This is an optimization exercise on Yosys and OpenROAD, whose aim is small area and a short achievable clock period, not a production implementation.
Function was checked by simulation only, so behaviour that the tests miss may differ from the original.
No activity file was given, so power comes from the tool's default toggle rates.

## my_fir
module my_fir
#(parameter F=10)
(
input logic                clk,
input logic                rst,
input logic signed  [15:0] filter_in,
output logic signed [31:0] filter_out
    );
==> flow/config.mk <==
export PLATFORM = sky130hd
export DESIGN_NAME = my_fir
export DESIGN_NICKNAME = my_fir
export VERILOG_FILES = /design/flow/design.v
export SDC_FILE = /design/flow/constraint.sdc
export NUM_CORES = 4
export LEC_CHECK = 0
export ABC_CLOCK_PERIOD_IN_PS = 2600
export CAP_MARGIN = 20
export CORE_MARGIN = 2
export CORE_UTILIZATION = 60
export CTS_CLUSTER_DIAMETER = 100
export CTS_CLUSTER_SIZE = 24
export PLACE_DENSITY = 0.75
export SETUP_SLACK_MARGIN = 3.95
export SLEW_MARGIN = 20
export SYNTH_HIERARCHICAL = 1
==> flow/constraint.sdc <==
create_clock -name core_clock -period 6.5 [get_ports {clk}]
set_input_delay 1.3000 -clock core_clock [delete_from_list [all_inputs] [get_ports {clk}]]
set_output_delay 1.3000 -clock core_clock [all_outputs]
set_load 0.01 [all_outputs]
standard.sh (not shown) runs the stock make flow with config.mk's settings and CLKGATE_MAP_FILE= SYNTH_SCRIPT=/design/flow/synth_recipe.tcl, a recipe that flattens the netlist after the stock synthesis.
==> flow/flow/run.sh <==
#!/bin/bash
# Standard layout, but the port buffers inserted before placement are plain
# buffers (buf_2) instead of the resizer's default delay cell; everything
# else is the standard flow (standard.sh).
export BUFFER_PORTS_ARGS="-buffer_cell sky130_fd_sc_hd__buf_2"
bash standard.sh > standard.log 2>&1
status=$?
cp standard.sh my_standard_copy.sh.txt 2>/dev/null
exit $status
Change:
Settings changed: CORE_UTILIZATION 60 to 70, PLACE_DENSITY 0.75 to 0.82.
The changed run finished with timing, DRC and antenna clean.
Power grows by a few percent.
Global-route usage grows by 5.7 points.
Worst hold slack barely changes.
Synthesized cell count stays the same.
Wire length grows slightly.
Register-to-register slack is about the same.
First-iteration DRC count shrinks by a few percent.
Count of clock-buffer cells in the layout shrinks by 1.
Change:
==> flow/run.sh (new file) <==
#!/bin/bash
# synth_recipe.tcl (not shown) runs the flow's synth.tcl, then flattens the netlist and writes it again
# the make line also repeats each setting of config.mk as NAME=value (left out here)
make -C /OpenROAD-flow-scripts/flow DESIGN_CONFIG=/design/flow/config.mk WORK_HOME=/design/flow/orfs CLKGATE_MAP_FILE= SYNTH_SCRIPT=/design/flow/synth_recipe.tcl finish
Settings changed: CORE_UTILIZATION 70 to 60, CTS_CLUSTER_DIAMETER 100 to 80, CTS_CLUSTER_SIZE 24 to 18, PLACE_DENSITY 0.82 to 0.75, SETUP_SLACK_MARGIN 3.95 to 3.85.
removed: flow/flow/run.sh
removed: flow/standard.sh
After rerunning:
- The changed run passed the timing, design-rule and antenna checks
- via count barely changes
- non-clock buffer count drops by 5
- design area climbs by 1.1%
- cell count climbs by 5.4%
- synthesized area stays the same
- hold slack stays flat
- setup slack gets worse by 0.12 ns
- maximum frequency drops by 4.5%
Change:
==> flow/flow/run.sh (new file) <==
#!/bin/bash
# Standard layout, but the port buffers inserted before placement are plain
# buffers (buf_2) instead of the resizer's default delay cell; everything
# else is the standard flow (standard.sh).
export BUFFER_PORTS_ARGS="-buffer_cell sky130_fd_sc_hd__buf_2"
bash standard.sh > standard.log 2>&1
status=$?
cp standard.sh my_standard_copy.sh.txt 2>/dev/null
exit $status
==> flow/standard.sh (new file) <==
#!/bin/bash
# synth_recipe.tcl (not shown) runs the flow's synth.tcl, then flattens the netlist and writes it again
# the make line also repeats each setting of config.mk as NAME=value (left out here)
make -C /OpenROAD-flow-scripts/flow DESIGN_CONFIG=/design/flow/config.mk WORK_HOME=/design/flow/orfs CLKGATE_MAP_FILE= SYNTH_SCRIPT=/design/flow/synth_recipe.tcl "${@:-finish}"
Settings changed: SETUP_SLACK_MARGIN 3.85 to 4.05.
removed: flow/run.sh
Synthesized cell count stays the same; first-iteration DRC count is higher by 9.0%; clock power barely changes; sequential power barely changes; setup slack improves by 0.10 ns; clock skew is higher by 0.018 ns; design area is higher by 0.65%; count of clock-buffer cells in the layout is unchanged; critical path depth is higher by 3; routed wire length is lower by 1.4%.
Change:
Settings changed: SETUP_SLACK_MARGIN 4.05 to 3.95.
The changed run finished clean.
Final area shrinks by 0.67%.
Worst setup slack gains 0.030 ns.
Wire length stays flat.
Total power is lower by 0.85%.


Another version of the RTL of my_fir (not shown whole).
Size: roughly 2200 cells after synthesis, about 750 flip-flops, ~50 I/O pins, ~39000 um2 of cells after synthesis.
## my_fir
module my_fir
#(parameter F=10)
(
input logic                clk,
input logic                rst,
input logic signed  [15:0] filter_in,
output logic signed [31:0] filter_out
    );
export LEC_CHECK = 0
export ABC_CLOCK_PERIOD_IN_PS = 2600
export CAP_MARGIN = 20
export CORE_MARGIN = 2
export CORE_UTILIZATION = 60
export CTS_CLUSTER_DIAMETER = 100
export CTS_CLUSTER_SIZE = 24
export PLACE_DENSITY = 0.75
export SETUP_SLACK_MARGIN = 4.0
export SLEW_MARGIN = 20
export SYNTH_HIERARCHICAL = 1
create_clock -name core_clock -period 6.5 [get_ports {clk}]
==> flow/flow/run.sh <==
#!/bin/bash
# Standard layout, but the port buffers inserted before placement are plain
# buffers (buf_2) instead of the resizer's default delay cell; everything
# else is the standard flow (standard.sh).
export BUFFER_PORTS_ARGS="-buffer_cell sky130_fd_sc_hd__buf_2"
bash standard.sh > standard.log 2>&1
status=$?
cp standard.sh my_standard_copy.sh.txt 2>/dev/null
exit $status
Edit:
- SETUP_SLACK_MARGIN: 4.0 -> 4.2
After rerunning: Worst setup slack improves by 0.044 ns; worst hold slack hardly moves; global-route usage grows by 0.50 points; wire length rose by 3.1%; synthesized area stays the same; cell area climbs by 3.5%; count of clock-buffer cells in the layout is unchanged.
Edit:
- SETUP_SLACK_MARGIN: 4.2 -> 4.1
The new run ran to the end with no violations. Worst hold slack barely changes. Power goes down slightly. Setup slack is about the same. Design area shrinks by a few percent. Synthesized area stays the same. Routed wire length drops by a few percent. Fmax hardly moves. Combinational power stays flat.
Edit:
- CORE_UTILIZATION: 60 -> 66
- PLACE_DENSITY: 0.75 -> 0.8
Effect: Critical path depth does not change. Setup slack got worse by 0.0075 ns. Final cell count decreases by 2.4%. Via count increases by 1.5%. Wire length increases by 2.7%. Flip-flop and latch count does not change. Clock-buffer cell count decreases by 6. Design area stays flat. Non-clock buffer count increases by 4. Core utilization increases by 6.3 points. Global-route usage increases by 4.1 points.
Edit:
- CORE_UTILIZATION: 66 -> 60
- CTS_CLUSTER_DIAMETER: 100 -> 110
- CTS_CLUSTER_SIZE: 24 -> 28
- PLACE_DENSITY: 0.8 -> 0.75
Final cell count rises by a few percent.
Core utilization falls by 6.6 points.
Sequential power falls slightly.
Synthesized area does not change.
Routed wire length falls by a few percent.


my_fir, a different RTL version from the one above (not shown whole).
Size in the first run: about 660 flip-flops, ~50 I/O pins.
make LEC_CHECK=0 ABC_CLOCK_PERIOD_IN_PS=2600 CAP_MARGIN=20 CORE_MARGIN=2 CORE_UTILIZATION=60 CTS_CLUSTER_DIAMETER=80 CTS_CLUSTER_SIZE=18 PLACE_DENSITY=0.75 SETUP_SLACK_MARGIN=3.6 SLEW_MARGIN=20 SYNTH_HIERARCHICAL=1 finish   # period 6.5 ns
run.sh (not shown) runs the stock make flow with config.mk's settings and CLKGATE_MAP_FILE= SYNTH_SCRIPT=/design/flow/synth_recipe.tcl, a recipe that flattens the netlist after the stock synthesis.
Stock flow here: none of the scripts above is used.
Then changed:
CORE_UTILIZATION = 40   (was 60)
CTS_CLUSTER_DIAMETER = default   (was 80)
CTS_CLUSTER_SIZE = default   (was 18)
PLACE_DENSITY = 0.6   (was 0.75)
SETUP_SLACK_MARGIN = 3.9   (was 3.6)
Outcome: Maximum frequency hardly moves. Die area rose by 49%. Clock power went up by 67%. Power is higher by 14%. Cell area increases by 13%. Hold slack is about the same.
Then changed:
CORE_UTILIZATION = 60   (was 40)
CTS_CLUSTER_DIAMETER = 80   (was default)
CTS_CLUSTER_SIZE = 18   (was default)
PLACE_DENSITY = 0.75   (was 0.6)
SETUP_SLACK_MARGIN = 3.7   (was 3.9)
The changed run produced a clean layout.
Clock power went down by 40%.
Synthesized cell count stays the same.
Routed wire length falls by 9.6%.


## JK
my_fir with an RTL version that a note above also has.
For scale: ~2300 cells after synthesis.
## my_fir
module my_fir
#(parameter F=10)
(
input logic                clk,
input logic                rst,
input logic signed  [15:0] filter_in,
output logic signed [31:0] filter_out
    );
logic signed [15:0] d [0:15];
logic r0_1971;
logic r0_1972;
logic r0_1973;
logic r0_1974;
logic r0_1975;
logic r0_1976;
logic r0_1977;
logic r0_1978;
logic r0_1979;
logic r0_1980;
logic r0_1981;
logic r0_1982;
logic r0_1983;
logic r0_1984;
logic r0_1985;
logic r0_1986;
logic r0_1987;
logic r0_1988;
logic r0_1989;
logic r0_1990;
logic r0_1991;
logic r0_1992;
logic r0_1993;
logic r0_1994;
logic r0_1995;
logic r0_1996;
logic r0_1997;
logic r0_1998;
logic r0_1999;
logic r0_2000;
logic r0_2001;
logic r0_2002;
logic r0_2003;
logic r0_2004;
logic r0_2005;
logic r0_2006;
logic r0_2007;
logic r0_2008;
logic r0_2009;
logic r0_2010;
logic r0_2011;
logic r0_2012;
logic r0_2013;
logic r0_2014;
logic r0_2015;
logic r0_2016;
logic r0_2017;
logic r0_2018;
logic r0_2019;
logic r0_2020;
logic r0_2021;
logic r0_2022;
logic r0_2023;
logic r0_2024;
logic r0_2025;
logic r0_2026;
logic r0_2027;
logic r0_2028;
logic r0_2029;
logic r0_2030;
logic r0_2031;
logic r0_2032;
logic r0_2033;
logic r0_2034;
logic r0_2035;
logic r0_2036;
logic r0_2037;
logic r0_2038;
logic r0_2039;
logic r0_2040;
logic r0_2041;
logic r0_2042;
logic r0_2043;
logic r0_2044;
logic r0_2045;
logic r0_2046;
logic r0_2047;
logic r0_2048;
logic r0_2049;
logic r0_2050;
logic r0_2051;
logic r0_2052;
logic r0_2053;
logic r0_2054;
logic r0_2055;
logic r0_2056;
logic r0_2057;
logic r0_2058;
  ...
clock: 6.5 ns
lec_check: 0
abc_clock_period_in_ps: 2600
cap_margin: 20
core_margin: 2
core_utilization: 60
cts_cluster_diameter: 80
cts_cluster_size: 18
place_density: 0.75
setup_slack_margin: 3.95
slew_margin: 20
synth_hierarchical: 1
JK reached the end of the flow, and the finished layout is clean on the timing, design-rule and antenna checks.
diff inputs: JK => MS
- changing CTS_CLUSTER_SIZE from 18 to 28
- changing CTS_CLUSTER_DIAMETER from 80 to 110
==> flow/flow/run.sh (new file) <==
#!/bin/bash
# Standard layout, but the port buffers inserted before placement are plain
# buffers (buf_2) instead of the resizer's default delay cell; everything
# else is the standard flow (standard.sh).
export BUFFER_PORTS_ARGS="-buffer_cell sky130_fd_sc_hd__buf_2"
bash standard.sh > standard.log 2>&1
status=$?
cp standard.sh my_standard_copy.sh.txt 2>/dev/null
exit $status
==> flow/standard.sh (new file) <==
#!/bin/bash
# synth_recipe.tcl (not shown) runs the flow's synth.tcl, then flattens the netlist and writes it again
# the make line also repeats each setting of config.mk as NAME=value (left out here)
make -C /OpenROAD-flow-scripts/flow DESIGN_CONFIG=/design/flow/config.mk WORK_HOME=/design/flow/orfs CLKGATE_MAP_FILE= SYNTH_SCRIPT=/design/flow/synth_recipe.tcl "${@:-finish}"
removed: flow/run.sh
==> comparison <==
- For JK, the top metal layer carrying routed signals was met5, unlike MS, where it was met4.
- When the final numbers for MS and JK were put side by side, the global-route usage turned out to be smaller in MS.
- For area of all sequential standard cells, MS and JK come out practically identical.
- Compared to JK, the routing of MS uses less wire.
- MS vs JK: met2 routing resource usage after global routing down
- MS vs. JK: share of power burned in the clock network lost 2.2 points, number of cells on the worst reg-to-reg path picked up an extra 1, clock latency on the worst-skew pair picked up an extra 30 ps.

[what the ideal ports hide]
The flow's constraints put no driver on any port. The routed layouts listed below were extracted and timed again, unchanged, in two steps. Step 1 sets driving cells, clkbuf_16 on the clock port and buf_2 on the other inputs (assumed; they add their load-dependent delay and slew). Step 2, shift: input delay + t, output delay - t, t = (earliest + latest rising clock arrival at the registers) / 2. This alone moves slack from input paths to output paths. Three values: ideal, step 1, step 2; two values: the first two.
| run | shift t [ns] | setup slack, ns | hold slack, ns | latest minus earliest clock arrival (ns) | worst data-port slew with drivers (ns) |
|---|---|---|---|---|---|
| the first run of note 1 | 0.645 | 3.923 / 3.923 / 3.604 | 0.353 / 0.353 / 0.353 | 0.028 / 0.028 | 0.03 |
| the second run of note 1 | 0.642 | 3.921 / 3.921 / 3.580 | 0.354 / 0.354 / 0.354 | 0.024 / 0.024 | 0.04 |
| the third run of note 1 | 0.671 | 3.799 / 3.736 / 3.316 | 0.351 / 0.351 / 0.351 | 0.020 / 0.020 | 0.04 |
| the fourth run of note 1 | 0.667 | 3.903 / 3.903 / 3.737 | 0.350 / 0.350 / 0.350 | 0.035 / 0.036 | 0.04 |
| the fifth run of note 1 | 0.667 | 3.933 / 3.918 / 3.600 | 0.350 / 0.350 / 0.350 | 0.033 / 0.033 | 0.04 |
| the first run of note 2 | 0.645 | 3.990 / 3.965 / 3.683 | 0.348 / 0.348 / 0.348 | 0.028 / 0.027 | 0.03 |
| the second run of note 2 | 0.647 | 4.034 / 3.978 / 3.750 | 0.348 / 0.348 / 0.348 | 0.025 / 0.025 | 0.03 |
| the third run of note 2 | 0.648 | 4.035 / 3.978 / 3.697 | 0.348 / 0.348 / 0.348 | 0.027 / 0.028 | 0.03 |
| the fourth run of note 2 | 0.662 | 4.027 / 3.963 / 3.700 | 0.335 / 0.335 / 0.335 | 0.032 / 0.032 | 0.04 |
| the fifth run of note 2 | 0.697 | 3.997 / 3.937 / 3.653 | 0.349 / 0.349 / 0.349 | 0.023 / 0.023 | 0.03 |
| the first run of note 3 | 0.671 | 3.611 / 3.611 / 3.140 | 0.345 / 0.345 / 0.345 | 0.024 / 0.023 | 0.04 |
| the second run of note 3 | 0.705 | 3.620 / 3.620 / 3.421 | 0.346 / 0.346 / 0.346 | 0.035 / 0.035 | 0.03 |
| the third run of note 3 | 0.666 | 3.573 / 3.511 / 3.301 | 0.346 / 0.346 / 0.346 | 0.026 / 0.026 | 0.04 |
| JK | 0.669 | 3.889 / 3.826 / 3.313 | 0.351 / 0.351 / 0.351 | 0.018 / 0.017 | 0.04 |
| MS | 0.698 | 3.917 / 3.879 / 3.608 | 0.356 / 0.356 / 0.356 | 0.017 / 0.017 | 0.03 |
After both steps setup and hold are still met in every run listed. For JK, which loses most, drivers alone change the setup slack by -0.063 ns; drivers and shift together by -0.576 ns. Setup slack includes reset recovery checks.
